From an optimization exercise on the open Yosys and OpenROAD flow, aimed at small area; shortcuts taken in it are not production practice.
Where RTL was checked, it was by simulation tests only, not by an equivalence proof against the original.
No functional check of the RTL was part of run 1.
Power figures rest on the tool's default switching activity, not on a simulated workload.

<file path="flow/flow/run.sh">
#!/bin/bash
# The standard layout, with the port buffers made of the smallest buffer
# cell (buf_1) instead of the one buffer_ports picks by default.
set -e
export BUFFER_PORTS_ARGS="-buffer_cell sky130_fd_sc_hd__buf_1"
bash standard.sh > standard.log 2>&1
</file>
<file path="flow/standard.sh">
#!/bin/bash
# synth_recipe.tcl (not shown) runs the flow's synth.tcl, then flattens the netlist and writes it again
# the make line also repeats each setting of config.mk as NAME=value (left out here)
make -C /OpenROAD-flow-scripts/flow DESIGN_CONFIG=/design/flow/config.mk WORK_HOME=/design/flow/orfs CLKGATE_MAP_FILE= SYNTH_SCRIPT=/design/flow/synth_recipe.tcl "${@:-finish}"
</file>
<file path="flow/config.mk">
export PLATFORM = sky130hd
export DESIGN_NAME = BinaryCalculatorTop
export DESIGN_NICKNAME = BinaryCalculatorTop
export VERILOG_FILES = /design/flow/design.v
export SDC_FILE = /design/flow/constraint.sdc
export NUM_CORES = 4
export LEC_CHECK = 0
export CAP_MARGIN = 20
export CORE_MARGIN = 2
export CORE_UTILIZATION = 60
export CTS_CLUSTER_DIAMETER = 80
export CTS_CLUSTER_SIZE = 26
export SLEW_MARGIN = 20
export SYNTH_HIERARCHICAL = 1
</file>
<file path="flow/constraint.sdc">
create_clock -name core_clock -period 15.0 [get_ports {Clk}]
set_input_delay 3.0000 -clock core_clock [delete_from_list [all_inputs] [get_ports {Clk}]]
set_output_delay 3.0000 -clock core_clock [all_outputs]
set_load 0.01 [all_outputs]
</file>
<file path="flow/design.v">
module m_alu(A, B, ALU_Sel, ALU_Out, Flag);
  input [7:0] A,B;
  input [3:0] ALU_Sel;
  output reg [7:0] ALU_Out;
  output reg [3:0] Flag;
  function automatic [8:0] add8(input [7:0] a, input [7:0] b, input cin);
    integer i;
    reg c;
    begin
      c = cin;
      for (i = 0; i < 8; i = i + 1) begin
        add8[i] = a[i] ^ b[i] ^ c;
        c = (a[i] & b[i]) | (a[i] & c) | (b[i] & c);
      end
      add8[8] = c;
    end
  endfunction
  wire       Sub = ALU_Sel[0];
  wire [8:0] Sum = add8(A, B ^ {8{Sub}}, Sub);
  wire       Less = !Sum[8];       
  wire       BZero = (B == 8'h0);
  wire [8:0] ALowZero, BLowZero;    
  genvar z;
  generate
    for (z = 0; z <= 8; z = z + 1) begin : lz
      if (z == 0) begin : z0
        assign ALowZero[z] = 1'b1;
        assign BLowZero[z] = 1'b1;
      end else begin : zn
        assign ALowZero[z] = ALowZero[z-1] & !A[z-1];
        assign BLowZero[z] = BLowZero[z-1] & !B[z-1];
      end
    end
  endgenerate
  reg ProdZero;
  integer zi;
  always @(*) begin
    ProdZero = 1'b0;
    for (zi = 0; zi <= 8; zi = zi + 1)
      ProdZero = ProdZero | (ALowZero[zi] & BLowZero[8-zi]);
  end
  wire       Big  = (A[7:4] != 4'h0) && (B[7:4] != 4'h0);
  wire [7:0] Shl  = (B[7:3] != 5'h0) ? 8'h0 : (A << B[2:0]);
  wire [8:0] Shr  = (B[7:4] != 4'h0) ? 9'h0 : ({A, 1'b0} >> B[3:0]);
  reg [3:0] Tt;
  always @(*) begin
    case (ALU_Sel)
      4'd6:  Tt = 4'b1000;   
      4'd7:  Tt = 4'b1110;   
      4'd8:  Tt = 4'b0110;   
      4'd9:  Tt = 4'b1001;   
      4'd10: Tt = 4'b0111;   
      4'd11: Tt = 4'b0001;   
      default: Tt = 4'b0000;
    endcase
  end
  reg [7:0] Logic;
  integer m;
  always @(*)
    for (m = 0; m < 8; m = m + 1)
      Logic[m] = Tt[{A[m], B[m]}];
  always @(*) begin
    Flag = 4'h0;
    case (ALU_Sel)
      4'd0: ALU_Out = Sum[7:0];
      4'd1: begin ALU_Out = Less ? 8'h0 : Sum[7:0]; Flag[3] = Less; end
      4'd2: begin ALU_Out = 8'h0; Flag[2] = Big; end
      4'd3: begin ALU_Out = 8'h0; Flag[3] = Less | BZero; end
      4'd4: begin ALU_Out = Shl; Flag[1] = Sum[8]; end
      4'd5: begin ALU_Out = Shr[8:1]; Flag[1] = Shr[0]; end
      default: ALU_Out = Logic;
    endcase
    case (ALU_Sel)
      4'd2:    Flag[0] = Big | ProdZero;
      4'd3:    Flag[0] = Less | BZero;
      default: Flag[0] = (ALU_Out == 8'h0);
    endcase
  end
endmodule
module MemWriteMux(
    input [31:0]  We,
    input [31:0]  NWe,    
    input [19:0]  Din,
    input [639:0] Q,
    output[639:0] D);
    genvar w;
    generate
        for (w = 0; w < 32; w = w + 1) begin : word
            assign D[w*20 +: 20] = ({20{We[w]}} & Din) | ({20{NWe[w]}} & Q[w*20 +: 20]);
        end
    endgenerate
endmodule
module MemReadMux(
    input [31:0]  Sel,
    input [671:0] Q,    
    output[20:0]  Dout);
    genvar c, g;
    generate
        for (c = 0; c < 21; c = c + 1) begin : col
            wire [10:0] GroupN;
            for (g = 0; g < 10; g = g + 1) begin : grp
                MemAoi3 aoi(.A1(Sel[3*g]),   .B1(Q[(3*g)*21 + c]),
                            .A2(Sel[3*g+1]), .B2(Q[(3*g+1)*21 + c]),
                            .A3(Sel[3*g+2]), .B3(Q[(3*g+2)*21 + c]),
                            .Y(GroupN[g]));
            end
            MemAoi2 aoi_last(.A1(Sel[30]), .B1(Q[30*21 + c]),
                             .A2(Sel[31]), .B2(Q[31*21 + c]),
                             .Y(GroupN[10]));
            MemNand11 nand_col(.A(GroupN), .Y(Dout[c]));
        end
    endgenerate
endmodule
module MemAoi3(input A1, input B1, input A2, input B2, input A3, input B3, output Y);
    assign Y = !((A1 & B1) | (A2 & B2) | (A3 & B3));
endmodule
module MemAoi2(input A1, input B1, input A2, input B2, output Y);
    assign Y = !((A1 & B1) | (A2 & B2));
endmodule
module MemNand11(input [10:0] A, output Y);
    assign Y = !(&A);
endmodule
module BinaryCalculatorTop(
    input Clk,
    input Reset,
    input ConfigDiv,
    input[31:0] Din,
    input ValidCmd,
    input InputKey,
    input RWMem,
    input[7:0] Addr,
    input[3:0] Sel,
    input[7:0] InA,
    input[7:0] InB,
    output CalcActive,
    output CalcMode,
    output CalcBusy,
    output DoutValid,
    output DataOut,
    output ClkTx);
    reg KeyS0, KeyS1, KeyS2;
    wire NextS2 = KeyS1 & (!InputKey & ValidCmd & !KeyS2 & KeyS0 | KeyS2 & !KeyS0) |
                  KeyS2 & !KeyS1 & (KeyS0 | ValidCmd);
    wire NextS1 = ValidCmd & !KeyS1 &
                  (!InputKey & !KeyS2 & KeyS0 | InputKey & KeyS2 & !KeyS0) |
                  KeyS1 & !KeyS0 & (InputKey & ValidCmd | KeyS2);
    wire NextS0 = InputKey & ValidCmd & !KeyS2 & !KeyS0 |
                  KeyS2 & !KeyS1 & (KeyS0 | !InputKey & ValidCmd);
    always @(posedge Clk, posedge Reset) begin
        if (Reset) begin
            KeyS0 <= 1'b0; KeyS1 <= 1'b0; KeyS2 <= 1'b0;
        end else begin
            KeyS0 <= NextS0; KeyS1 <= NextS1; KeyS2 <= NextS2;
        end
    end
    wire Mode   = KeyS2 & KeyS1 & !KeyS0;
    wire Active = (KeyS2 & KeyS1 & !KeyS0) | (KeyS2 & !KeyS1 & KeyS0);
    assign CalcActive = Active;
    assign CalcMode   = Mode;
    localparam IDLE         = 3'b000;
    localparam READ_MEMORY  = 3'b001;
    localparam SAMPLE_DATA  = 3'b010;
    localparam TRANFER_DATA = 3'b011;
    localparam WRITE_MEMORY = 3'b100;
    reg [2:0] State;
    reg [2:0] NextState;
    wire      RW = RWMem & Active;
    wire      TransferDone;
    always @(*) begin
        case (State)
            IDLE:
                if (ValidCmd && !RW && Active && Mode && !TransferDone)
                    NextState = READ_MEMORY;
                else if (ValidCmd && RW && Active && Mode)
                    NextState = WRITE_MEMORY;
                else if (ValidCmd && Active && !Mode && !TransferDone)
                    NextState = SAMPLE_DATA;
                else
                    NextState = IDLE;
            READ_MEMORY:
                NextState = (Active && Mode && !TransferDone) ? SAMPLE_DATA : IDLE;
            WRITE_MEMORY:
                NextState = (ValidCmd && RW && Active && Mode) ? WRITE_MEMORY : IDLE;
            SAMPLE_DATA:
                NextState = (Active && !TransferDone) ? TRANFER_DATA : SAMPLE_DATA;
            TRANFER_DATA:
                NextState = (Active && !TransferDone) ? TRANFER_DATA : IDLE;
            default: NextState = IDLE;
        endcase
    end
    always @(posedge Clk, posedge Reset) begin
        if (Reset) State <= IDLE;
        else       State <= NextState;
    end
    wire StReadMem  = (State == READ_MEMORY);
    wire StWriteMem = (State == WRITE_MEMORY);
    wire StSample   = (State == SAMPLE_DATA);
    wire StTransfer = (State == TRANFER_DATA);
    assign CalcBusy = (State != IDLE);
    reg [639:0] Bank;
    reg [31:0]  Valid;
    reg [4:0]   ReadAddr;
    wire        TxBusy;
    wire        MemWe = StWriteMem | (StSample & !Mode & !TxBusy);
    wire [4:0]  WAddr = Addr[4:0] & {5{Mode}};
    wire [31:0] WordWe;
    wire [31:0] WordRd;
    wire [639:0] BankNext;
    wire [671:0] ReadQ;
    wire [20:0]  ReadWord;
    genvar w;
    generate
        for (w = 0; w < 32; w = w + 1) begin : words
            assign WordWe[w] = MemWe & (WAddr == w);
            assign WordRd[w] = (ReadAddr == w);
            assign ReadQ[w*21 +: 21] = {Valid[w], Bank[w*20 +: 20]};
        end
    endgenerate
    MemWriteMux MemWriteMux_inst(.We(WordWe), .NWe(~WordWe), .Din({Sel, InB, InA}),
                                 .Q(Bank), .D(BankNext));
    MemReadMux  MemReadMux_inst(.Sel(WordRd), .Q(ReadQ), .Dout(ReadWord));
    always @(posedge Clk) begin
        Bank <= BankNext;
    end
    always @(posedge Clk, posedge Reset) begin
        if (Reset) begin
            Valid    <= 32'b0;
            ReadAddr <= 5'b0;
        end else begin
            Valid <= Valid | WordWe;
            if (StReadMem) ReadAddr <= Addr[4:0];
        end
    end
    wire [7:0] AluOut;
    wire [3:0] AluFlags;
    m_alu Alu_inst(.A(ReadWord[7:0]), .B(ReadWord[15:8]), .ALU_Sel(ReadWord[19:16]),
                   .ALU_Out(AluOut), .Flag(AluFlags));
    wire [7:0] OpA   = ReadWord[7:0];
    wire [7:0] OpB   = ReadWord[15:8];
    wire [3:0] OpSel = ReadWord[19:16];
    reg  [3:0]  AluFlagReg;
    reg  [7:0]  AluRes;
    reg  [7:0]  MdRem;
    reg  [3:0]  MdStep;      
    wire        MdStart = StSample | StReadMem;
    wire        MdOp    = (OpSel[3:1] == 3'b001);   
    wire        MdDiv   = OpSel[0];
    wire        MdRun   = !MdStep[3];
    wire [2:0]  MdBit   = ~MdStep[2:0];             
    wire        ABit    = OpA[MdBit];
    wire        BBit    = OpB[MdBit];
    wire [7:0]  MdX     = MdDiv ? {MdRem[6:0], ABit} : {AluRes[6:0], 1'b0};
    wire [7:0]  MdY     = MdDiv ? ~OpB : (OpA & {8{BBit}});
    wire [8:0]  MdSum   = {1'b0, MdX} + {1'b0, MdY} + {8'd0, MdDiv};
    wire        QBit    = MdRem[7] | MdSum[8];
    wire        MdKill  = MdDiv ? (OpB == 8'd0) : ((OpA[7:4] != 4'd0) & (OpB[7:4] != 4'd0));
    always @(posedge Clk) begin
        AluFlagReg <= AluFlags;
        if (MdStart) begin
            MdStep <= 4'd0;
            MdRem  <= 8'd0;
            AluRes <= 8'd0;
        end else begin
            if (MdRun) MdStep <= MdStep + 1'b1;
            if (MdRun) MdRem  <= QBit ? MdSum[7:0] : MdX;
            if (!MdOp)
                AluRes <= AluOut;
            else if (MdRun)
                AluRes <= MdDiv ? {AluRes[6:0], QBit} : MdSum[7:0];
        end
    end
    wire [7:0] ResultOut = AluRes & {8{!(MdOp & MdKill)}};
    wire [31:0] TxWord = {AluFlagReg, ReadWord[19:16], ResultOut, ReadWord[15:0]};
    reg [30:0] Half;
    reg        Odd;
    reg [30:0] Count;
    reg        High;
    reg        Extra;
    wire       Load     = ConfigDiv & !Active;
    wire [30:0] HalfNext;
    wire [30:0] CountNext;
    wire       Reload;
    wire [30:0] CountDec;
    genvar hb;
    generate
        for (hb = 0; hb < 31; hb = hb + 1) begin : divmux
            Sel2 half_mux(.S(Load), .SN(!Load), .A(Din[hb+1]), .B(Half[hb]), .Y(HalfNext[hb]));
            Sel2 count_mux(.S(Reload), .SN(!Reload), .A(HalfNext[hb]), .B(CountDec[hb]), .Y(CountNext[hb]));
        end
    endgenerate
    wire       Upper0   = (Count[30:1] == 30'd0);
    wire       IsOne    = Upper0 & Count[0];
    wire       IsZero   = Upper0 & !Count[0];
    wire       HoldOne  = !High & Extra;
    assign     Reload   = !Active | IsZero | (IsOne & !HoldOne);
    assign     CountDec = Count - {30'd0, !(IsOne & HoldOne)};
    wire       TxTick   = Active & (IsZero | (!High & IsOne & !Extra));
    assign ClkTx = Active & (IsZero | High);
    always @(posedge Clk, posedge Reset) begin
        if (Reset) begin
            Half <= 31'd0;
            Odd  <= 1'b1;
        end else begin
            Half <= HalfNext;
            if (Load) Odd <= Din[0];
        end
    end
    always @(posedge Clk) begin
        Count <= CountNext;
        if (!Active) begin
            High <= 1'b1;
        end else if (IsOne) begin
            if (High) begin
                High  <= 1'b0;
                Extra <= Odd;
            end else if (Extra) begin
                Extra <= 1'b0;
            end else begin
                High  <= 1'b1;
            end
        end
    end
    reg       TransferData;
    reg       InProgress;
    reg       TxDone;
    reg [4:0] CountBits;
    assign TxBusy       = InProgress;
    assign TransferDone = TxDone;
    assign DoutValid    = InProgress;
    assign DataOut      = InProgress & ReadWord[20] & TxWord[CountBits];
    always @(posedge Clk, posedge Reset) begin
        if (Reset) begin
            TransferData <= 1'b0;
            TxDone       <= 1'b0;
            CountBits    <= 5'd31;
            InProgress   <= 1'b0;
        end else begin
            TxDone <= 1'b0;
            if (StTransfer && !InProgress && !TransferData && !TxDone)
                TransferData <= 1'b1;
            if (TxTick) begin
                if (TransferData && !InProgress) begin
                    InProgress <= 1'b1;
                end else if (InProgress && CountBits != 5'd0) begin
                    CountBits <= CountBits - 1'b1;
                end else if (InProgress) begin
                    InProgress   <= 1'b0;
                    CountBits    <= 5'd31;
                    TransferData <= 1'b0;
                    TxDone       <= 1'b1;
                end
            end
        end
    end
endmodule
module Sel2(input S, input SN, input A, input B, output Y);
    assign Y = (S & A) | (SN & B);
endmodule
</file>
==> notes.md, run 1 <==
* Iteration-0 DRC Markers at 3,827
* Max-slew headroom at 24.4%
* Post-synthesis simple-gate area fraction at ~8%
* Worst Path Required at 12.00 ns
* Most instantiated cells after synthesis: a22o_1, dfxtp_1, a222oi_1, buf_2, nor2_1
* Post-Synthesis Cells at 2,798
* Clock Tree Buf Depth at 3
* Max Clock Skew at 0.0280 ns
* Fill cells at roughly 4,200
* Nets@finish at 2,821
* Hold Crit Start: MdRem[2]$_SDFFE_PP0N_
* Area occupied by multi-input gates at 13,800 um2
* Port Buffers at 68
* Most used cell, CP: mux4_2
* First-pass DRT Iterations at 9
* Root buf cell: clkbuf_16
* Setup TNS at 0 ns
* Max cap viols at 0
* Power, Total at 4.12 mW
* Period utilization at 57.1%
* Horiz. Die Dim at ~230 um
* Worst Hold Path Cells at 2
* DRC viols at 0
* Distinct cells, synth at 96
* Total GRT Usage at 35.5%
* Drt via density at 7.37
* Final Routed Wirelength at 99,400 um
* Top_reg_cell synth: dfxtp_1
* Initial antenna violation count at 6
* Share of layout cells above drive strength 1 at a little under a tenth
* Setup Buffers After CTS at 0
* Final setup margin at 6.44 ns
* Number of global-route vias before repair at 23,600
* Reg area at 16,000 um2
* Boundary pin count at 72
* Final Hold Viols at 0
* Post-Synth XOR/XNOR Area at 1.24%
* Die ar. at around 55,000 um2
* Clk latency of the worst-skew pair at 0.62 ns
* Worst R2R Path Depth at 22
* Crit-path cells: nand2b_1, nor2_1, buf_4, a222oi_1, nand4_1, or3_1, mux4_2, mux4_2, nor2b_1, a31oi_1, o21ai_0, buf_1
* Post-Synth Adder-Cell Area at 0.999%
* Pins Over Slew Limit at 0
* Crit Path Max Fanout at 21
* Unrepaired setup endpoints after global routing: no
* Max Freq at ~120 MHz
* CTS resizes at 0
* H-Tree Level Count at 2
* Setup violations, final at 0
* Most common cell in the netlist: a22o_1
* Synth Area in Compound Gates at 30.9%
* HPWL Detailed at approximately 62,000 um
* Slowest cell on crit path: or3_1
* CTS buffer count at 37
* LEAKAGE at approximately 13 nW
* Critical Path Sink Type: output port
* Mapped Nets at between 2,000 and 3,000
* HP Class: reg2reg
* Post-synth EDFFs at 1
* Initial Utilization at about three fifths
* Synth Area per Inst at 11.3 um2
* Row count at 84
* Clock sink count at 780
* Pre-CTS WS at 6.99 ns
* Sequential share of the synthesized area at 50.7%
* Grt total ovfl at 0
* CTS tree: done
* VDD IR-drop max at 90.8 uV
* Die Y at 234 um
* Largest family of logic cells by synthesized area: compound AO/OA/AOI/OAI gates
* Vias at 25,400
* Core area at roughly 52,000 um2
* Crit. path cell count at 12
* Synth async-reset ratio at 10.6%
* Warnings from Yosys at 8
* Largest net degree at the start of global routing at 63
* # hold bufs at CTS at 0
* Critical Path Start: ReadAddr[4]$_DFFE_PP0P_
* Worst path buffer plus inverter count at 2
* CP Class: reg2out
* Mapped Area at 31,700 um2
* Tmin final at 8.56 ns
* Cell taking the most area after synthesis: dfxtp_1
* Max stage delay on crit path at 0.89 ns
* Clock transition at path regs at 0.11 ns
* Mux share of post-synthesis cell area at between 2 and 2.5%
* Register-to-register setup slack at around 7 ns
* Worst Path Arrival at 5.56 ns
* RR Startpoint: ReadAddr[4]$_DFFE_PP0P_
* Worst slew pin tran at ~1.1 ns
* Hold slack final at 0.468 ns
* RD Place Congestion at 0.928
* Antenna-violating nets left at 0
* Synth area leaders: dfxtp_1, a22o_1, a222oi_1
* Seq cells post-synth at about 800
* First-pass GRT wire length at 149,000 um
* Status: no timing/DRC/antenna violations
* Drt wl/cell at 28.8 um
* Startpoint Class: flip-flop
* Post-synth top area share at 44.0%
* Top delay family on crit path: simple AND/OR/NAND/NOR gates
* Pwr/cell area at 125 nW/um2
* P&R area growth vs syn at 4.01%
==> per-stage QoR <==
| step | cells | cell area [um2] | utilization (%) |
|---|---|---|---|
| after floorplan | 2798 | 31700 | - |
| after detailed placement | 3385 | 31800 | 60.8 |
| after CTS | 3447 | 32900 | 62.9 |
| final | 3450 | 33000 | 63.0 |
| after global routing | 3447 | 32900 | 62.9 |
| after global placement | 3385 | 31800 | 60.8 |
==> logic make-up (layout without fill, tap and decap cells) <==
kind of cell / Yosys count / in the layout
compound gates: 1125 / 1125
buf+inv: 308 / 269
mux: 52 / 52
other cells: 0 / 3
fa+ha+maj: 20 / 20
xor+xnor: 45 / 45
simple gates: 468 / 468
flops: 780 / 780
==> per-module statistics from Yosys, one instance, submodules excluded, excerpt <==
| module | times used | cell area [um2] | flip-flops and latches | cells |
|---|---|---|---|---|
| MemNand11 | 21 | 23.8 | 0 | 4 |
| m_alu | 1 | 1820 | 0 | 262 |
| BinaryCalculatorTop | 1 | 19500 | 780 | 1331 |
| Sel2 | 62 | 8.76 | 0 | 1 |
| MemWriteMux | 1 | 6920 | 0 | 828 |
| MemAoi3 | 210 | 10.0 | 0 | 1 |
| MemAoi2 | 21 | 12.5 | 0 | 1 |
==> worst reg2reg max path, delay by kind of cell, from the launching register on <==
family                   cells  cell delay, ns
XOR/XNOR                     1            0.38
AO/OA/AOI/OAI                5            1.60
adder cells (fa/ha/maj)      7            2.85
AND/OR/NAND/NOR              6            2.15
buffers and inverters        3            0.64
flip-flops                   1            0.40
==> report_power, final <==
| group | internal [mW] | switching (mW) |
|---|---|---|
| clock network | 0.504 | 0.689 |
| registers | 2.15 | 0.0864 |
| logic | 0.234 | 0.454 |
| total | 2.89 | 1.23 |
==> registers in the layout (all words and copies together) (netlist names) <==
signal / cells
Bank: 640
Half: 31
KeyS1: 1
State: 3
ReadAddr: 5
Extra: 1
MdRem: 8
MdStep: 4
TxDone: 1
Odd: 1
AluFlagReg: 4
KeyS2: 1
TransferData: 1
High: 1
InProgress: 1
AluRes: 8
Valid: 32
CountBits: 5
Count: 31
KeyS0: 1
==> cell usage in the layout, fill, tap and decap left out, drive strengths merged, types with 21 or more instances in the layout <==
master	Yosys	layout
a22o	704	704
dfxtp	696	696
a222oi	210	210
buf	209	125
nor2	99	99
nand2	89	89
dfrtp	77	77
clkbuf	37	76
inv	61	65
o21ai	47	47
a21oi	46	46
nand4	46	46
nand2b	42	42
nor3	36	36
nand3	35	35
or3	29	29
xor2	26	26
mux2	22	22
a22oi	21	21
==> final timing paths <==
check | endpoint
worst max-delay path | DataOut
worst min-delay path | MdRem[2]$_SDFFE_PP0N_
worst max register to register | AluFlagReg[0]$_DFF_P_
worst min register to register | MdRem[2]$_SDFFE_PP0N_
max in group asynchronous | Valid[27]$_DFF_PP0_
min in group asynchronous | KeyS2$_DFF_PP0_
==> per-layer routing <==
metal / global-route usage [%] / wire length, um / share of wire, % / vias up
met5: 0 / 25 / 0.025 / -
met4: 13.4 / 3830 / 3.9 / 4
met3: 6.65 / 9770 / 9.8 / 196
met2: 52.2 / 43200 / 43 / 1363
met1: 51.9 / 42600 / 43 / 12800
li1: - / - / - / 11100
==> area by class of cell <==
cell class | count | share of cell area, %
sequential | 780 | 48.7
multi-input combinational | 1710 | 41.9
clock buffer | 56 | 3.22
tap | 688 | 2.61
timing repair buffer | 145 | 2.60
inverter | 62 | 0.721
clock inverter | 6 | 0.186
antenna | 3 | 0.0228
==> run 2: changes to the inputs <==
--- a/flow/design.v
+++ b/flow/design.v
@@ -275,2 +275,3 @@
     reg        Odd;
+    reg        Configured;
     reg [30:0] Count;
@@ -286,3 +287,3 @@
         for (hb = 0; hb < 31; hb = hb + 1) begin : divmux
-            Sel2 half_mux(.S(Load), .SN(!Load), .A(Din[hb+1]), .B(Half[hb]), .Y(HalfNext[hb]));
+            Sel2 half_mux(.S(Load), .SN(!Load & Configured), .A(Din[hb+1]), .B(Half[hb]), .Y(HalfNext[hb]));
             Sel2 count_mux(.S(Reload), .SN(!Reload), .A(HalfNext[hb]), .B(CountDec[hb]), .Y(CountNext[hb]));
@@ -298,9 +299,12 @@
     assign ClkTx = Active & (IsZero | High);
+    always @(posedge Clk) begin
+        Half <= HalfNext;
+    end
     always @(posedge Clk, posedge Reset) begin
         if (Reset) begin
-            Half <= 31'd0;
-            Odd  <= 1'b1;
-        end else begin
-            Half <= HalfNext;
-            if (Load) Odd <= Din[0];
+            Configured <= 1'b0;
+            Odd        <= 1'b1;
+        end else if (Load) begin
+            Configured <= 1'b1;
+            Odd        <= Din[0];
         end
--- a/flow/config.mk
+++ b/flow/config.mk
@@ -7,3 +7,3 @@
 export LEC_CHECK = 0
-export CAP_MARGIN = 20
+export CAP_MARGIN = 5
 export CORE_MARGIN = 2
@@ -12,3 +12,3 @@
 export CTS_CLUSTER_SIZE = 26
-export SLEW_MARGIN = 20
+export SLEW_MARGIN = 5
 export SYNTH_HIERARCHICAL = 1
==> notes.md, run 2 <==
* Pwr/cell area at 147 nW/um2
* DRC viols at 0
* VDD IR-drop max at around 110 uV
* Ant diodes at 0
* Die ar. at 54,400 um2
* Nets@finish at 2,821
* CP Class: reg2out
* Root buf cell: clkbuf_16
* Commonest non-fill, non-tap cell in the layout: dfxtp_1
* Sequential share of the synthesized area at 50.4%
* Iteration-0 DRC Markers at 4,043
* Status: no timing/DRC/antenna violations
* Crit Path Max Fanout at 21
* Worst Path Required at 12.00 ns
* Largest net degree at the start of global routing at 56
* Post-synth top area share at 46.1%
* Worst Path Arrival at 5.41 ns
* Cell taking the most area after synthesis: dfxtp_1
* Drt via density at roughly 7.4
* Setup violations, final at 0
* WL met3 at about 9500 um
* Clock transition at path regs at 0.10 ns
* HPWL Detailed at 61,900 um
* Distinct cells, synth at 91
* Number of global-route vias before repair at around 24,000
* Initial antenna violation count at 4
* Top reg by flops: Bank
* Period utilization at roughly 56%
* Initial Utilization at 60.4%
* Pins Over Slew Limit at 0
* Top_reg_cell synth: dfxtp_1
* Unrepaired setup endpoints after global routing: no
* LEAKAGE at 12.7 nW
* Die Y at 233 um
* Fill cells at 4,246
* Total GRT Usage at 35.5%
* Boundary pin count at 72
* Vias at 25,400
* Warnings from Yosys at 8
* Synth Area per Inst at 11.3 um2
* Largest register FFs at 640
* Grt total ovfl at 0
* Pre-CTS WS at 7.00 ns
* Port Buffers at between 60 and 70
* Max cap viols at 0
* Most instantiated cells after synthesis: dfxtp_1, a22o_1, a222oi_1, buf_2, nor2_1
* Most common cell in the netlist: dfxtp_1
* Drt wl/cell at between 20 and 30 um
* Biggest regs: Bank x640, Valid x32
* Most frequent cells in the layout: dfxtp_1, a22o_1, a222oi_1, nor2_1, nand2_1
* Final Routed Wirelength at ~100,000 um
* Final setup margin at 6.59 ns
* Setup TNS at 0 ns
* Clock Tree Buf Depth at 3
* HP Class: reg2reg
* Post-synth EDFFs at 1
* Startpoint Class: flip-flop
* Max Freq at between 100 and 150 MHz
* Seq cells post-synth at about 780
* CTS tree: done
* Clock sink count at 781
* CTS resizes at 0
* Post-Synthesis Cells at 2,800
* Antenna-violating nets left at 0
* RD Place Congestion at 0.965
* Row count at 84
* Critical Path Sink Type: output port
* # hold bufs at CTS at 0
* P&R area growth vs syn at 3.94%
* Area occupied by multi-input gates at approximately 14,000 um2
* Max-slew headroom at 23.0%
* Core area at 52,200 um2
* Metal2 WL at 43,300 um
* Mapped Nets at just under 3,000
* Finished Core Util at 62.8%
* Synth async-reset ratio at 6.79%
* Share of layout cells above drive strength 1 at 9.32%
* H-Tree Level Count at 2
* CTS buffer count at 38
* Max Clock Skew at around 0.035 ns
* Tmin final at ~8.4 ns
* M1 WL at about 43,000 um
* Horiz. Die Dim at 233 um
* Setup Buffers After CTS at 0
* Synth area leaders: dfxtp_1, a22o_1, a222oi_1
* Reg area at 15,900 um2
* Final Hold Viols at 0
* Clk latency of the worst-skew pair at 0.63 ns
* First-pass DRT Iterations at 9
* Worst slew pin tran at 1.16 ns
* Mapped Area at around 32,000 um2
* Top routing layer used: met5
* First-pass GRT wire length at 148,000 um
==> run 2: changes by cell type after synthesis, sizes merged, moves of 5 or more <==
| cell | previous run | this run |
|---|---|---|
| nand3 | 35 | 43 |
| dfxtp | 696 | 727 |
| mux2i | 15 | 10 |
| nor4 | 19 | 14 |
| clkbuf | 37 | 42 |
| nand2 | 89 | 78 |
| and2 | 4 | 9 |
| dfrtp | 77 | 47 |
| nor3 | 36 | 31 |
| or2 | 15 | 20 |
==> run 2: worst paths after layout <==
check                                         from                     end  slack (ns)  depth (start not counted)
max                        ReadAddr[4]$_DFFE_PP0P_                 DataOut        6.59                         12
min                         Configured$_DFFE_PP0P_  Configured$_DFFE_PP0P_        0.47                          1
max reg2reg                ReadAddr[4]$_DFFE_PP0P_   AluFlagReg[0]$_DFF_P_        6.78                         22
min reg2reg                 Configured$_DFFE_PP0P_  Configured$_DFFE_PP0P_        0.47                          1
max in group asynchronous                    Reset     Valid[18]$_DFF_PP0_       11.74                          3
min in group asynchronous                    Reset      Valid[1]$_DFF_PP0_        2.60                          3
==> run 2: stage by stage <==
| step | std cells | power [mW] | instance area, um2 | hold slack (ns) |
|---|---|---|---|---|
| 6_report | 3446 | 4.81 | 32800 | 0.472 |
| 5_1_grt | 3446 | 5.01 | 32800 | 0.488 |
| 4_1_cts | 3446 | 4.79 | 32800 | 0.476 |
| 3_5_place_dp | 3384 | 3.63 | 31700 | 0.450 |
| 3_3_place_gp | 3384 | 3.60 | 31700 | 0.444 |
| 2_1_floorplan | 2800 | 3.26 | 31600 | 0.423 |
==> run 2: per-module statistics from Yosys, one instance, submodules excluded, a selection <==
module,times used,cells inside,flip-flops and latches
MemNand11,21,4,0
MemAoi2,21,1,0
MemWriteMux,1,828,0
MemAoi3,210,1,0
BinaryCalculatorTop,1,1333,781
Sel2,62,1,0
m_alu,1,262,0
==> run 2: logic make-up after synthesis <==
family,count (synthesis),synth area share (%)
buf+inv,308,5.84
mux,51,2.36
flops,781,50.4
simple gates,468,8.02
fa+ha+maj,20,1.00
compound gates,1128,31.1
xor+xnor,44,1.22
==> run 2: where the power goes <==
| group | switching, mW | internal, mW | total (mW) |
|---|---|---|---|
| registers | 0.0554 | 2.15 | 2.21 |
| clock network | 0.699 | 0.491 | 1.19 |
| logic | 0.886 | 0.528 | 1.41 |
| total | 1.64 | 3.17 | 4.81 |
==> run 2: cell type report <==
type	instances	share of cell area, %
inverters	59	0.675
clock buffers	51	3.05
multi-input cells	1711	42.1
well taps	688	2.62
repair buffers	145	2.62
clock inverters	11	0.412
flip-flops and latches	781	48.5
==> run 2: layer usage <==
| layer | vias up | track usage (%) |
|---|---|---|
| met5 | - | 0 |
| met4 | 4 | 14.1 |
| met3 | 190 | 5.13 |
| met2 | 1478 | 52.4 |
| met1 | 12700 | 52.2 |
| li1 | 11100 | - |
==> run 2: worst max-delay path: stages (launching register included) <==
cell	delay, ns
dfrtp_1	0.48
nand2b_1	0.48
nor2_1	0.13
buf_4	0.25
a222oi_1	0.74
nand4_1	0.38
or3_1	0.78
mux4_2	0.59
mux4_2	0.45
nor2b_1	0.14
a31oi_1	0.12
o21ai_0	0.11
buf_1	0.15
==> run 3: changes to the inputs <==
--- a/flow/config.mk
+++ b/flow/config.mk
@@ -7,3 +7,3 @@
 export LEC_CHECK = 0
-export CAP_MARGIN = 5
+export CAP_MARGIN = 20
 export CORE_MARGIN = 2
@@ -12,3 +12,3 @@
 export CTS_CLUSTER_SIZE = 26
-export SLEW_MARGIN = 5
+export SLEW_MARGIN = 20
 export SYNTH_HIERARCHICAL = 1
==> notes.md, run 3 <==
* Iteration-0 DRC Markers at 3,972
* Slowest cell on crit path: or3_1
* Biggest regs: Bank x640, Valid x32
* Initial antenna violation count at 4
* Most used cell, CP: mux4_2
* CTS resizes at 0
* Psw at 1.64 mW
* Post-Synthesis Cells at 2,800
* Synth async-reset ratio at between 6 and 7%
* Clock transition at path regs at 0.10 ns
* Synth area leaders: dfxtp_1, a22o_1, a222oi_1
* Setup violations, final at 0
* HP Class: reg2reg
* Seq cells post-synth at slightly below 800
* Initial Utilization at 60.4%
* Max cap viols at 0
* Met3 Use GR at 5.13%
* Die ar. at 54,400 um2
* Placed insts at 3,384
* Tmin final at 8.37 ns
* Horiz. Die Dim at 233 um
* Mapped Nets at 2,885
* Max Clock Skew at 0.0388 ns
* Final Hold Viols at 0
* First-pass DRT Iterations at 8
* P&R area growth vs syn at 3.94%
* Worst Path Arrival at 5.37 ns
* Worst Path Required at approximately 12 ns
* Post-Layout Cell Count at 3,446
* Period utilization at about 56%
* CTS tree: done
* Sequential power share at 45.9%
* Clock power frac at around a quarter
* Max-slew headroom at 27.4%
* Drt wl/cell at 28.9 um
* Number of global-route vias before repair at 23,500
* Power, Total at 4.81 mW
* Register-to-register setup slack at 6.78 ns
* Startpoint Class: flip-flop
* Top reg by flops: Bank
* Comb power frac at 29.4%
* Setup TNS at 0 ns
* GR peak layer: met2
* Die Y at 233 um
* Nets@finish at 2,821
* Mapped Area at between 30,000 and 40,000 um2
* VDD IR-drop max at ~110 uV
* Pins Over Slew Limit at 0
* CTS buffer count at 38
* Pint at ~3.2 mW
* Crit Path Max Fanout at 21
* Grt total ovfl at 0
* RD Place Congestion at 0.965
* Status: no timing/DRC/antenna violations
* LEAKAGE at 12.7 nW
* H-Tree Level Count at 2
* Unrepaired setup endpoints after global routing: no
* M1 GR Usage at 52.2%
* Clock Tree Buf Depth at 3
* Final Routed Wirelength at 99,500 um
* Row count at 84
* HPWL Detailed at about 62,000 um
* Boundary pin count at 72
* Sw Share at 34.1%
* Warnings from Yosys at 8
* CP Class: reg2out
* # hold bufs at CTS at 0
* Critical Path Sink Type: output port
* Ant diodes at 0
* First-pass GRT wire length at around 150,000 um
* Post-synth EDFFs at 1
* Most frequent cells in the layout: dfxtp_1, a22o_1, a222oi_1, nor2_1, nand2_1
* Distinct cells, synth at 91
* Max Freq at around 120 MHz
* Port Buffers at a little under 70
* DRC viols at 0
* GRT met2 Usage at between 50 and 60%
* Root buf cell: clkbuf_16
* Total GRT Usage at 35.5%
* Final setup margin at 6.63 ns
* Clock sink count at a little under 800
* Core area at 52,200 um2
* Vias at 25,500
* Pre-CTS WS at approximately 7 ns
* Max stage delay on crit path at 0.77 ns
* Synth Area per Inst at 11.3 um2
* Post-synth top area share at 46.1%
* Worst slew pin tran at 1.09 ns
* Antenna-violating nets left at 0
* Most instantiated cells after synthesis: dfxtp_1, a22o_1, a222oi_1, buf_2, nor2_1
* Crit-path cells: nand2b_1, nor2_1, buf_4, a222oi_1, nand4_1, or3_1, mux4_2, mux4_2, nor2b_1, a31oi_1, o21ai_0, buf_1
* Largest register FFs at 640
* Commonest non-fill, non-tap cell in the layout: dfxtp_1
* Largest net degree at the start of global routing at 56
* Share of layout cells above drive strength 1 at 9.35%
* Pwr/cell area at 147 nW/um2
* Clk latency of the worst-skew pair at 0.63 ns
* Setup Buffers After CTS at 0
* Drt via density at ~7.4
* Cell taking the most area after synthesis: dfxtp_1
* Most common cell in the netlist: dfxtp_1
* Sequential share of the synthesized area at 50.4%
* Top_reg_cell synth: dfxtp_1
-- run 3: cells by family (layout without fill, tap and decap cells) --
| kind of cell | after synthesis | after routing | share of synthesized area, % |
|---|---|---|---|
| buffers and inverters | 308 | 266 | 5.84 |
| DFF | 781 | 781 | 50.4 |
| adders and majority gates | 20 | 20 | 1.00 |
| xor gates and xnor gates | 44 | 44 | 1.22 |
| AOI/OAI and AO/OA | 1128 | 1128 | 31.1 |
| and+or+nand+nor | 468 | 468 | 8.02 |
| muxes | 51 | 51 | 2.36 |
-- run 3: cell type report --
cell class	count	area [um2]
clock buffer	51	1000
clock inverter	11	135
fill	4247	19400
inverter	59	221
multi-input combinational	1711	13800
sequential	781	15900
tap	688	861
timing repair buffer	145	858
-- run 3: per-module statistics from Yosys, one instance, submodules excluded, excerpt --
| module | cells inside | cell area, um2 |
|---|---|---|
| MemAoi2 | 1 | 12.5 |
| BinaryCalculatorTop | 1333 | 19400 |
| MemWriteMux | 828 | 6920 |
| MemNand11 | 4 | 23.8 |
| Sel2 | 1 | 8.76 |
| m_alu | 262 | 1820 |
| MemAoi3 | 1 | 10.0 |
-- run 3: worst paths after layout --
check | startpoint | endpoint | cells after the start
min in group asynchronous | Reset | Valid[1]$_DFF_PP0_ | 3
max in group asynchronous | Reset | Valid[18]$_DFF_PP0_ | 3
min reg2reg | Configured$_DFFE_PP0P_ | Configured$_DFFE_PP0P_ | 1
max | ReadAddr[4]$_DFFE_PP0P_ | DataOut | 12
max reg2reg | ReadAddr[4]$_DFFE_PP0P_ | AluFlagReg[0]$_DFF_P_ | 22
min | Configured$_DFFE_PP0P_ | Configured$_DFFE_PP0P_ | 1
-- run 3: stage by stage --
step | cell area (um2) | utilization [%] | hold slack (ns)
3_5_place_dp | 31700 | 60.6 | 0.450
5_1_grt | 32800 | 62.8 | 0.488
2_1_floorplan | 31600 | - | 0.423
3_3_place_gp | 31700 | 60.6 | 0.444
6_report | 32800 | 62.8 | 0.472
4_1_cts | 32800 | 62.8 | 0.476
-- run 3: routing by layer --
| metal | vias to the layer above | wire length, um |
|---|---|---|
| li1 | 11100 | - |
| met5 | - | 26 |
| met2 | 1482 | 43100 |
| met4 | 4 | 4250 |
| met3 | 200 | 9860 |
| met1 | 12700 | 42300 |
-- run 3: worst max-delay path: cells and delay by family (launching register included) --
kind	cells	cell delay, ns
muxes	2	1.04
and+or+nand+nor	5	1.91
AOI/OAI and AO/OA	3	0.93
DFF	1	0.47
buffers and inverters	2	0.39
-- run 3: power by group through the flow --
stage,combinational [mW],clock (mW),sequential [mW]
after CTS,1.38,1.20,2.21
after floorplan,1.02,0,2.23
after global placement,1.35,0,2.25
final,1.41,1.19,2.21
after detailed placement,1.37,0,2.25
after global routing,1.52,1.27,2.22
==> run 4: changes to the inputs <==
--- a/flow/design.v
+++ b/flow/design.v
@@ -42,4 +42,17 @@
   wire       Big  = (A[7:4] != 4'h0) && (B[7:4] != 4'h0);
-  wire [7:0] Shl  = (B[7:3] != 5'h0) ? 8'h0 : (A << B[2:0]);
-  wire [8:0] Shr  = (B[7:4] != 4'h0) ? 9'h0 : ({A, 1'b0} >> B[3:0]);
+  wire [8:0] AHighZero;    
+  genvar hz;
+  generate
+    for (hz = 8; hz >= 0; hz = hz - 1) begin : hzc
+      if (hz == 8) begin : h8
+        assign AHighZero[hz] = 1'b1;
+      end else begin : hn
+        assign AHighZero[hz] = AHighZero[hz+1] & !A[hz];
+      end
+    end
+  endgenerate
+  wire       BSmall   = (B[7:3] == 5'd0);            
+  wire       ShlZero  = !BSmall | ALowZero[4'd8 - {1'b0, B[2:0]}];
+  wire       ShrZero  = !BSmall | AHighZero[B[2:0]];
+  wire       ShrCarry = (B[7:4] == 4'd0) & (B[3:0] != 4'd0) & (B[3:0] <= 4'd8) & A[B[3:0] - 4'd1];
   reg [3:0] Tt;
@@ -68,4 +81,4 @@
       4'd3: begin ALU_Out = 8'h0; Flag[3] = Less | BZero; end
-      4'd4: begin ALU_Out = Shl; Flag[1] = Sum[8]; end
-      4'd5: begin ALU_Out = Shr[8:1]; Flag[1] = Shr[0]; end
+      4'd4: begin ALU_Out = 8'h0; Flag[1] = Sum[8]; end
+      4'd5: begin ALU_Out = 8'h0; Flag[1] = ShrCarry; end
       default: ALU_Out = Logic;
@@ -75,2 +88,4 @@
       4'd3:    Flag[0] = Less | BZero;
+      4'd4:    Flag[0] = ShlZero;
+      4'd5:    Flag[0] = ShrZero;
       default: Flag[0] = (ALU_Out == 8'h0);
@@ -240,3 +255,2 @@
     wire [3:0] OpSel = ReadWord[19:16];
-    reg  [3:0]  AluFlagReg;
     reg  [7:0]  AluRes;
@@ -245,4 +259,7 @@
     wire        MdStart = StSample | StReadMem;
-    wire        MdOp    = (OpSel[3:1] == 3'b001);   
+    wire        MdOp    = (OpSel[3:1] == 3'b001) | (OpSel[3:1] == 3'b010);
     wire        MdDiv   = OpSel[0];
+    wire        MdShift = OpSel[2];
+    wire [7:0]  ShiftPow = {8{OpB[7:3] == 5'd0}} & (8'd1 << OpB[2:0]);
+    wire [7:0]  MdB     = MdShift ? ShiftPow : OpB;
     wire        MdRun   = !MdStep[3];
@@ -250,10 +267,10 @@
     wire        ABit    = OpA[MdBit];
-    wire        BBit    = OpB[MdBit];
+    wire        BBit    = MdB[MdBit];
     wire [7:0]  MdX     = MdDiv ? {MdRem[6:0], ABit} : {AluRes[6:0], 1'b0};
-    wire [7:0]  MdY     = MdDiv ? ~OpB : (OpA & {8{BBit}});
+    wire [7:0]  MdY     = MdDiv ? ~MdB : (OpA & {8{BBit}});
     wire [8:0]  MdSum   = {1'b0, MdX} + {1'b0, MdY} + {8'd0, MdDiv};
     wire        QBit    = MdRem[7] | MdSum[8];
-    wire        MdKill  = MdDiv ? (OpB == 8'd0) : ((OpA[7:4] != 4'd0) & (OpB[7:4] != 4'd0));
+    wire        MdKill  = MdShift ? (MdDiv & (OpB[7:3] != 5'd0)) :
+                          MdDiv   ? (OpB == 8'd0) : ((OpA[7:4] != 4'd0) & (OpB[7:4] != 4'd0));
     always @(posedge Clk) begin
-        AluFlagReg <= AluFlags;
         if (MdStart) begin
@@ -272,3 +289,3 @@
     wire [7:0] ResultOut = AluRes & {8{!(MdOp & MdKill)}};
-    wire [31:0] TxWord = {AluFlagReg, ReadWord[19:16], ResultOut, ReadWord[15:0]};
+    wire [31:0] TxWord = {AluFlags, ReadWord[19:16], ResultOut, ReadWord[15:0]};
     reg [30:0] Half;
==> notes.md, run 4 <==
* Initial Utilization at 60.7%
* Unrepaired setup endpoints after global routing: no
* Max Clock Skew at between 0.04 and 0.05 ns
* Worst Path Required at 12.00 ns
* Post-Layout Cell Count at 3,410
* HP Class: reg2reg
* Share of layout cells above drive strength 1 at 8.21%
* Root buf cell: clkbuf_16
* CP Class: reg2out
* Mapped Nets at 2,867
* Critical Path Sink Type: output port
* Distinct cells, synth at 86
* Clock sink count at roughly 780
* Max stage delay on crit path at approximately 0.84 ns
* Worst Path Arrival at between 9 and 10 ns
* Post-DP Area at between 30,000 and 40,000 um2
* Row count at 83
* Port Buffers at between 60 and 70
* Top_reg_cell synth: dfxtp_1
* Die ar. at 53,800 um2
* Pwr/cell area at 120 nW/um2
* Seq cells post-synth at between 700 and 800
* Setup Buffers After CTS at 0
* Synth area leaders: dfxtp_1, a22o_1, a222oi_1
* RD Place Congestion at roughly 0.93
* Final instance area at 32,500 um2
* Pins Over Slew Limit at 0
* Mapped Area at about 31,000 um2
* P&R area growth vs syn at 4.04%
* Crit Path Max Fanout at 22
* Post-synth top area share at a little under half
* Number of global-route vias before repair at 23,400
* First-pass GRT wire length at 146,000 um
* Horiz. Die Dim at roughly 230 um
* Largest register FFs at between 600 and 700
* Largest net degree at the start of global routing at 65
* Warnings from Yosys at 8
* Hold slack final at between 0.4 and 0.5 ns
* Fill cells at 4,143
* Max Freq at 79.7 MHz
* Drt via density at ~7.3
* Post-synth EDFFs at 1
* Sequential share of the synthesized area at 50.8%
* Core area at between 50,000 and 60,000 um2
* Max cap viols at 0
* Final Routed Wirelength at 97,400 um
* Metal2 WL at roughly 43,000 um
* Most instantiated cells after synthesis: dfxtp_1, a22o_1, a222oi_1, buf_2, nor2_1
* WL met3 at roughly 11,000 um
* Initial antenna violation count at 5
* Reg area at between 15,000 and 20,000 um2
* Commonest non-fill, non-tap cell in the layout: dfxtp_1
* H-Tree Level Count at 2
* Synth async-reset ratio at 6.82%
* Top reg by flops: Bank
* Antenna-violating nets left at 0
* Boundary pin count at 72
* Die Y at 232 um
* Slowest cell on crit path: or3_1
* Tmin final at 12.54 ns
* Total GRT Usage at between 30% and 40%
* Vias at 25,000
* Clk latency of the worst-skew pair at 0.63 ns
* Drt wl/cell at approximately 29 um
* # hold bufs at CTS at 0
* DRC viols at 0
* Iteration-0 DRC Markers at 4,050
* Grt total ovfl at 0
* Biggest regs: Bank x640, Valid x32
* HPWL Detailed at 60,200 um
* Clock transition at path regs at about 0.090 ns
* First-pass DRT Iterations at 8
* Most frequent cells in the layout: dfxtp_1, a22o_1, a222oi_1, nand2_1, nor2_1
* Clock Tree Buf Depth at 3
* Final Hold Viols at 0
* Setup TNS at 0 ns
* LEAKAGE at 12.6 nW
* Cell taking the most area after synthesis: dfxtp_1
* Setup violations, final at 0
* Status: no timing/DRC/antenna violations
* Startpoint Class: flip-flop
* Worst slew pin tran at 1.18 ns
* CTS tree: done
* M1 WL at 39,700 um
* Area occupied by multi-input gates at 13,600 um2
* Nets@finish at 2,797
* VDD IR-drop max at 111 uV
* Synth Area per Inst at about 11 um2
* CTS resizes at 0
* Max-slew headroom at 21.4%
* Period utilization at a little over four fifths
* Placed insts at 3,349
* Post-Synthesis Cells at 2,779
* Most common cell in the netlist: dfxtp_1
* Most used cell, CP: fa_1
* Top routing layer used: met5
* CTS buffer count at 38
## run 4: report_power, final
group / internal [mW] / switching, mW
registers: 2.10 / 0.0289
clock network: 0.527 / 0.692
logic: 0.212 / 0.352
total: 2.84 / 1.07
## run 4: area by class of cell
| class | instances | area share (%) |
|---|---|---|
| sequential | 777 | 48.8 |
| multi-input combinational | 1698 | 41.9 |
| clock buffer | 51 | 3.24 |
| tap | 680 | 2.62 |
| timing repair buffer | 132 | 2.34 |
| inverter | 62 | 0.717 |
| clock inverter | 8 | 0.382 |
| antenna | 2 | 0.0154 |
## run 4: modules after synthesis (local to each module, per instance), excerpt
module	area, um2	times used	flip-flops and latches
MemWriteMux	6920	1	0
BinaryCalculatorTop	19600	1	777
MemAoi3	10.0	210	0
MemAoi2	12.5	21	0
Sel2	8.76	62	0
MemNand11	23.8	21	0
m_alu	1270	1	0
## run 4: metrics by stage
stage | power, mW | util [%] | setup slack [ns]
after floorplan | 2.59 | - | 3.42
after global placement | 2.71 | 60.8 | 3.25
after detailed placement | 2.73 | 60.8 | 3.22
after CTS | 3.91 | 63.1 | 2.53
after global routing | 4.04 | 63.1 | 2.06
final | 3.91 | 63.1 | 2.46
## run 4: cells by family (layout without fill, tap and decap cells)
group,count (synthesis),after routing,synth area share [%]
flip-flops,777,777,50.8
XOR/XNOR,50,50,1.40
other,0,2,0
buffers and inverters,304,253,5.73
multiplexers,42,42,1.77
adder cells (fa/ha/maj),23,23,1.13
AO/OA/AOI/OAI,1113,1113,31.3
AND/OR/NAND/NOR,470,470,7.89
## run 4: worst paths after layout
check                                        start                endpoint  slack, ns  depth (start not counted)
max in group asynchronous                    Reset     Valid[10]$_DFF_PP0_      11.79                          3
min reg2reg                  MdRem[0]$_SDFFE_PP0N_   MdRem[0]$_SDFFE_PP0N_       0.46                          2
min                          MdRem[0]$_SDFFE_PP0N_   MdRem[0]$_SDFFE_PP0N_       0.46                          2
min in group asynchronous                    Reset  Configured$_DFFE_PP0P_       2.60                          3
max                        ReadAddr[1]$_DFFE_PP0P_                 DataOut       2.46                         28
max reg2reg                ReadAddr[1]$_DFFE_PP0P_  AluRes[2]$_SDFFE_PP0P_       7.49                         22
## run 4: worst max-delay path, delay by kind of cell, from the launching register on
kind / cells / cell delay, ns
multiplexers: 1 / 0.07
AND/OR/NAND/NOR: 10 / 3.11
flip-flops: 1 / 0.40
adder cells (fa/ha/maj): 7 / 2.86
buffers and inverters: 3 / 0.45
AO/OA/AOI/OAI: 7 / 2.00
## run 4: metal layers
layer  track usage (%)  vias up
met2              53.2     1405
li1                  -    10900
met4              13.7        6
met1              49.0    12400
met5                 0        -
met3              8.07      194
==> run 5: changes to the inputs <==
--- a/flow/config.mk
+++ b/flow/config.mk
@@ -10,4 +10,4 @@
 export CORE_UTILIZATION = 60
-export CTS_CLUSTER_DIAMETER = 80
-export CTS_CLUSTER_SIZE = 26
+export CTS_CLUSTER_DIAMETER = 100
+export CTS_CLUSTER_SIZE = 30
 export SLEW_MARGIN = 20
==> notes.md, run 5 <==
* Largest net degree at the start of global routing at 65
* Clock sink count at 777
* Drt via density at 7.34
* Port Buffers at 68
* Max Clock Skew at 0.0210 ns
* Die Y at between 200 and 250 um
* Most instantiated cells after synthesis: dfxtp_1, a22o_1, a222oi_1, buf_2, nor2_1
* LEAKAGE at 12.5 nW
* Largest register FFs at 640
* Post-synth EDFFs at 1
* P&R area growth vs syn at 3.21%
* Worst R2R Path Depth at 21
* Max-slew headroom at between 20% and 30%
* Row count at 83
* Startpoint Class: flip-flop
* Fill cells at 4,180
* Setup TNS at 0 ns
* Grt total ovfl at 0
* Cell taking the most area after synthesis: dfxtp_1
* Psw at 1.04 mW
* Sequential share of the synthesized area at approximately half
* Clock Tree Buf Depth at 3
* Hold Crit Start: MdRem[0]$_SDFFE_PP0N_
* Commonest non-fill, non-tap cell in the layout: dfxtp_1
* Most used cell, CP: fa_1
* Worst Path Required at 12.00 ns
* Boundary pin count at 72
* Worst Hold Path Cells at 2
* Synth async-reset ratio at under 10%
* Clock power frac at 28.3%
* First-pass DRT Iterations at 9
* Worst-case hold path end point: MdRem[0]$_SDFFE_PP0N_
* Antenna-violating nets left at 0
* Share of layout cells above drive strength 1 at 7.80%
* Most frequent cells in the layout: dfxtp_1, a22o_1, a222oi_1, nand2_1, nor2_1
* Total GRT Usage at 35.0%
* RR Startpoint: ReadAddr[0]$_DFFE_PP0P_
* Setup violations, final at 0
* H-Tree Level Count at 1
* First-pass GRT wire length at 146,000 um
* # hold bufs at CTS at 0
* Pwr/cell area at 117 nW/um2
* Post-synth top area share at 46.4%
* Final Hold Viols at 0
* Slowest cell on crit path: or3_1
* HP Class: reg2reg
* Horiz. Die Dim at 232 um
* Reg2reg end: AluRes[5]$_SDFFE_PP0P_
* Distinct cells, synth at 86
* Initial Utilization at 60.7%
* Final Routed Wirelength at 97,300 um
* Initial antenna violation count at 4
* Period utilization at 84.2%
* Mapped Nets at 2,867
* Top delay family on crit path: simple AND/OR/NAND/NOR gates
* CP Class: reg2out
* CTS buffer count at 31
* Vias at 24,900
* Worst slew pin tran at 1.18 ns
* Synth area leaders: dfxtp_1, a22o_1, a222oi_1
* Pint at 2.72 mW
* Pins Over Slew Limit at 0
* Crit Path Max Fanout at 21
* Final setup margin at 2.37 ns
* Biggest regs: Bank x640, Valid x32
* HPWL Detailed at 60,200 um
* Comb power frac at 15.0%
* Tmin final at 12.63 ns
* Register-to-register setup slack at 7.47 ns
* Iteration-0 DRC Markers at 4,209
* Critical Path Sink Type: output port
* Mux share of post-synthesis cell area at 1.77%
* Largest family of logic cells by synthesized area: compound AO/OA/AOI/OAI gates
* Top reg by flops: Bank
* Status: no timing/DRC/antenna violations
* Sw Share at 27.7%
* VDD IR-drop max at 98.7 uV
* Clk latency of the worst-skew pair at 0.65 ns
* RD Place Congestion at 0.934
* Sequential power share at 56.7%
* Setup Buffers After CTS at 0
* Root buf cell: clkbuf_16
* Max cap viols at 0
* Number of global-route vias before repair at between 20,000 and 25,000
* Max Freq at between 70 and 80 MHz
* Clock transition at path regs at 0.11 ns
* CTS tree: done
* Die ar. at ~54,000 um2
* Unrepaired setup endpoints after global routing: no
* Max stage delay on crit path at 0.71 ns
* Worst Path Arrival at ~9.6 ns
* Synth Area in Compound Gates at 31.3%
* Post-synthesis simple-gate area fraction at roughly 8%
* Mapped Area at 31,200 um2
* Drt wl/cell at 28.6 um
* CTS resizes at 0
* Nets@finish at 2,790
* DRC viols at 0
* Worst path buffer plus inverter count at 3
* Most common cell in the netlist: dfxtp_1
* Warnings from Yosys at 8
* Top_reg_cell synth: dfxtp_1
* Pre-CTS WS at 3.22 ns
* Core area at approximately 51,000 um2
* Post-Synth Adder-Cell Area at under 10%
* Post-Synthesis Cells at 2,779
* Post-Synth XOR/XNOR Area at between 1 and 1.5%
* Synth Area per Inst at 11.2 um2
* Finished Core Util at between 60% and 70%
* Seq cells post-synth at between 700 and 800
run 5: cell counts after synthesis:
No cell type changed its count.
run 5: per-module statistics from Yosys, one instance, submodules excluded, a selection:
module	cells inside	area [um2]
BinaryCalculatorTop	1394	19600
m_alu	180	1270
MemNand11	4	23.8
MemAoi2	1	12.5
MemAoi3	1	10.0
Sel2	1	8.76
run 5: worst reg2reg max path: stages (launching register included):
cell,delay [ns]
dfrtp_1,0.41
nand2b_1,0.45
nor2_1,0.10
buf_4,0.23
a222oi_1,0.70
nand3_1,0.31
or3_1,0.71
nand2_1,0.25
a21boi_0,0.29
fa_1,0.23
inv_1,0.06
fa_1,0.42
fa_1,0.43
fa_1,0.43
fa_1,0.45
fa_1,0.44
fa_1,0.48
nor2b_1,0.22
nor4_1,0.16
a221o_1,0.46
o21ai_0,0.10
a21oi_1,0.09
run 5: cell type report:
| type | count | area [um2] | share of cell area (%) |
|---|---|---|---|
| sequential | 777 | 15800 | 49.2 |
| multi-input combinational | 1698 | 13600 | 42.2 |
| tap | 680 | 851 | 2.64 |
| clock buffer | 43 | 842 | 2.61 |
| timing repair buffer | 132 | 761 | 2.36 |
| inverter | 62 | 233 | 0.723 |
| clock inverter | 5 | 73.8 | 0.229 |
| antenna | 2 | 5.00 | 0.0155 |
run 5: per-stage QoR:
step | std cells | cell area [um2] | power (mW) | hold slack [ns]
final | 3399 | 32200 | 3.76 | 0.461
after global routing | 3398 | 32200 | 3.89 | 0.489
after CTS | 3397 | 32200 | 3.75 | 0.463
after detailed placement | 3349 | 31300 | 2.73 | 0.448
after global placement | 3349 | 31300 | 2.71 | 0.437
after floorplan | 2779 | 31200 | 2.59 | 0.425
run 5: kinds of logic after synthesis:
group	Yosys count
flops	777
xor+xnor	50
fa+ha+maj	23
compound gates	1113
simple gates	470
buf+inv	304
mux	42
run 5: power by group through the flow:
stage / registers, mW / clock network (mW) / logic (mW)
floorplan: 2.16 / 0 / 0.425
global placement: 2.17 / 0 / 0.536
detailed placement: 2.17 / 0 / 0.550
CTS: 2.13 / 1.07 / 0.552
global route: 2.13 / 1.14 / 0.611
finish: 2.13 / 1.06 / 0.564
run 5: worst max-delay path by stage:
stage                   end  slack, ns                     from  cells past startpoint
finish              DataOut       2.37  ReadAddr[0]$_DFFE_PP0P_                     28
global route        DataOut       2.02  ReadAddr[1]$_DFFE_PP0P_                     28
detailed placement  DataOut       3.22  ReadAddr[1]$_DFFE_PP0P_                     28
CTS                 DataOut       2.50  ReadAddr[1]$_DFFE_PP0P_                     28
floorplan           DataOut       3.42  ReadAddr[0]$_DFFE_PP0P_                     30
global placement    DataOut       3.25  ReadAddr[1]$_DFFE_PP0P_                     28
run 5: metal layers:
metal | vias to the layer above | wire [um] | share of wire [%] | track usage, %
met5 | - | 13 | 0.013 | 0
met3 | 193 | 10800 | 11 | 6.74
met2 | 1481 | 42700 | 44 | 52.8
met1 | 12400 | 39800 | 41 | 49.6
met4 | 2 | 3910 | 4.0 | 13.2
li1 | 10900 | - | - | -
==> run 6: changes to the inputs <==
--- a/flow/config.mk
+++ b/flow/config.mk
@@ -9,3 +9,3 @@
 export CORE_MARGIN = 2
-export CORE_UTILIZATION = 60
+export CORE_UTILIZATION = 75
 export CTS_CLUSTER_DIAMETER = 100
==> notes.md, run 6 <==
* First-pass GRT wire length at between 100,000 and 150,000 um
* Boundary pin count at 72
* HPWL Detailed at 58,200 um
* Max Clock Skew at 0.0174 ns
* Most used cell, CP: fa_1
* Die ar. at between 40,000 and 50,000 um2
* Reg2reg end: AluRes[5]$_SDFFE_PP0P_
* Commonest non-fill, non-tap cell in the layout: dfxtp_1
* Worst Hold Path Cells at 2
* Hold Crit Start: MdRem[7]$_SDFFE_PP0N_
* Unrepaired setup endpoints after global routing: no
* CP Class: reg2out
* Setup TNS at 0 ns
* Total GRT Usage at 41.4%
* Worst R2R Path Depth at 21
* Setup violations, final at 0
* Crit Path Max Fanout at 22
* Placed insts at 3,196
* Largest net degree at the start of global routing at 65
* Most instantiated cells after synthesis: dfxtp_1, a22o_1, a222oi_1, buf_2, nor2_1
* HP Class: reg2reg
* Post-synth EDFFs at 1
* Nets@finish at 2,783
* Post-Layout Cell Count at 3,245
* Number of global-route vias before repair at approximately 24,000
* Clock Tree Buf Depth at 3
* RD Place Congestion at between 0.9 and 1
* Pwr/cell area at 115 nW/um2
* Mapped Nets at 2,867
* Synth area leaders: dfxtp_1, a22o_1, a222oi_1
* Max stage delay on crit path at 0.86 ns
* Sequential share of the synthesized area at 50.8%
* Register-to-register setup slack at 7.33 ns
* Top_reg_cell synth: dfxtp_1
* CTS resizes at 0
* Worst Path Required at 12.00 ns
* Core area at 40,900 um2
* CTS tree: done
* Row count at 74
* Cell taking the most area after synthesis: dfxtp_1
* Initial Utilization at 76.2%
* Post-synth top area share at a little under half
* Mapped Area at 31,200 um2
* Status: no timing/DRC/antenna violations
* Distinct cells, synth at 86
* Drt via density at 7.87
* # hold bufs at CTS at 0
* Most frequent cells in the layout: dfxtp_1, a22o_1, a222oi_1, nand2_1, nor2_1
* Clock transition at path regs at 0.12 ns
* Clk latency of the worst-skew pair at 0.64 ns
* Clock sink count at 777
* Period utilization at 84.9%
* Biggest regs: Bank x640, Valid x32
* Share of layout cells above drive strength 1 at 7.49%
* Critical Path Sink Type: output port
* Tmin final at 12.73 ns
* Worst-case hold path end point: MdRem[7]$_SDFFE_PP0N_
* Initial antenna violation count at 5
* Post-Synthesis Cells at 2,779
* H-Tree Level Count at 1
* Port Buffers at 68
* LEAKAGE at 12.4 nW
* Largest register FFs at 640
* Worst Path Arrival at 9.73 ns
* Synth async-reset ratio at 6.82%
* RR Startpoint: ReadAddr[0]$_DFFE_PP0P_
* Seq cells post-synth at around 780
* Setup Buffers After CTS at 0
* Synth Area per Inst at 11.2 um2
* Most common cell in the netlist: dfxtp_1
* Warnings from Yosys at 8
* Die Y at 208 um
* First-pass DRT Iterations at 8
* Iteration-0 DRC Markers at approximately 4,600
* Vias at 25,500
* DRC viols at 0
* Max cap viols at 0
* Top reg by flops: Bank
* Max-slew headroom at approximately a quarter
* Slowest cell on crit path: or3_1
* Antenna-violating nets left at 0
* Startpoint Class: flip-flop
* Final Routed Wirelength at ~93,000 um
* Worst slew pin tran at 1.12 ns
* Max Freq at 78.5 MHz
* Root buf cell: clkbuf_16
* VDD IR-drop max at 104 uV
* Final Hold Viols at 0
* Horiz. Die Dim at between 200 and 250 um
* Drt wl/cell at about 29 um
* Pins Over Slew Limit at 0
* CTS buffer count at 29
* P&R area growth vs syn at 2.17%
* Grt total ovfl at 0
-- run 6: cell count changes in the layout (fill, tap and decap cells not counted), moves of 2 or more --
cell,previous run,this run
clkbuf_16,32,29
buf_4,64,58
inv_12,2,0
clkbuf_1,11,15
clkinv_8,2,0
-- run 6: logic make-up (layout without fill, tap and decap cells) --
group                    after synthesis  after routing  share of synthesized area, %
multiplexers                          42             42                          1.77
adder cells (fa/ha/maj)               23             23                          1.13
AO/OA/AOI/OAI                       1113           1113                          31.3
XOR/XNOR                              50             50                          1.40
other                                  0              3                             0
AND/OR/NAND/NOR                      470            470                          7.89
flip-flops                           777            777                          50.8
buffers and inverters                304            235                          5.73
-- run 6: power breakdown --
part | internal, mW | switching, mW | leakage [nW]
Clock | 0.366 | 0.624 | 0.384
Sequential | 2.10 | 0.0296 | 6.56
Combinational | 0.210 | 0.349 | 5.46
Total | 2.68 | 1.00 | 12.4
-- run 6: cell type report --
class / instances / area (um2)
Timing Repair Buffer: 127 / 731
Clock buffer: 44 / 782
Inverter: 62 / 233
Antenna cell: 3 / 7.51
Sequential cell: 777 / 15800
Tap cell: 532 / 666
Multi-Input combinational cell: 1698 / 13600
Fill cell: 2667 / 9050
Clock inverter: 2 / 13.8
-- run 6: modules after synthesis, one instance, submodules excluded, excerpt --
module               cell area, um2  flops+latches  cells  times used
MemNand11                      23.8              0      4          21
MemAoi2                        12.5              0      1          21
m_alu                          1270              0    180           1
Sel2                           8.76              0      1          62
MemWriteMux                    6920              0    828           1
MemAoi3                        10.0              0      1         210
BinaryCalculatorTop           19600            777   1394           1
-- run 6: how the worst max path moves through the flow --
| stage | startpoint | endpoint | slack (ns) | depth (start not counted) |
|---|---|---|---|---|
| 6_report | ReadAddr[0]$_DFFE_PP0P_ | DataOut | 2.27 | 28 |
| 5_1_grt | ReadAddr[0]$_DFFE_PP0P_ | DataOut | 1.72 | 28 |
| 4_1_cts | ReadAddr[0]$_DFFE_PP0P_ | DataOut | 2.44 | 28 |
| 3_5_place_dp | ReadAddr[0]$_DFFE_PP0P_ | DataOut | 3.15 | 28 |
| 3_3_place_gp | ReadAddr[0]$_DFFE_PP0P_ | DataOut | 3.24 | 28 |
| 2_1_floorplan | ReadAddr[0]$_DFFE_PP0P_ | DataOut | 3.42 | 30 |
-- run 6: metal layers --
metal	routed length [um]	vias up	GRT usage (%)
met5	34	-	0
met4	5590	6	21.6
met3	11700	304	10.8
met2	40800	1806	61.4
met1	35000	12500	56.0
li1	-	10900	-
-- run 6: stage by stage --
step                hold WS [ns]  setup slack, ns  utilization (%)  power, mW  instance area, um2
floorplan                  0.425             3.42                -       2.59               31200
global placement           0.434             3.24             75.9       2.69               31000
detailed placement         0.448             3.15             75.9       2.71               31100
CTS                        0.468             2.44             77.9       3.65               31900
global route               0.488             1.72             77.9       3.78               31900
finish                     0.470             2.27             77.9       3.68               31900
-- run 6: critical path: cells and delay by family (launching register included) --
kind / cells / cell delay [ns]
compound gates: 7 / 2.03
flops: 1 / 0.42
simple gates: 10 / 3.27
buf+inv: 3 / 0.45
fa+ha+maj: 7 / 2.85
mux: 1 / 0.06

[static timing again, ports no longer ideal]
The flow's constraints put no driver on any port. The routed layouts listed below were extracted and timed again, unchanged, in two steps. Step 1 (the two cells are an assumption about what drives the block):
set clk [get_ports {Clk}]
set_driving_cell -lib_cell sky130_fd_sc_hd__clkbuf_16 $clk
set_driving_cell -lib_cell sky130_fd_sc_hd__buf_2 [delete_from_list [all_inputs] $clk]
Step 2 adds t to the input delays and takes it off the output delays; t is the mean of the earliest and latest rising clock arrival at the registers after step 1. Input paths then give back, and output paths get back, about the clock's delay inside the block. a / b / c = ideal ports / drivers / drivers and shift; a / b = the first two.
run | shift t [ns] | setup WS [ns] | worst setup path at the end
run 1 | 0.666 | 6.440 / 6.376 / 6.878 | register to register
run 2 | 0.671 | 6.587 / 6.523 / 6.777 | register to register
run 3 | 0.669 | 6.633 / 6.569 / 6.778 | register to register
run 4 | 0.668 | 2.459 / 2.393 / 3.062 | register to output
run 5 | 0.704 | 2.372 / 2.308 / 3.012 | register to output
run 6 | 0.695 | 2.269 / 2.207 / 2.901 | register to output
After both steps every run listed still meets setup and hold.
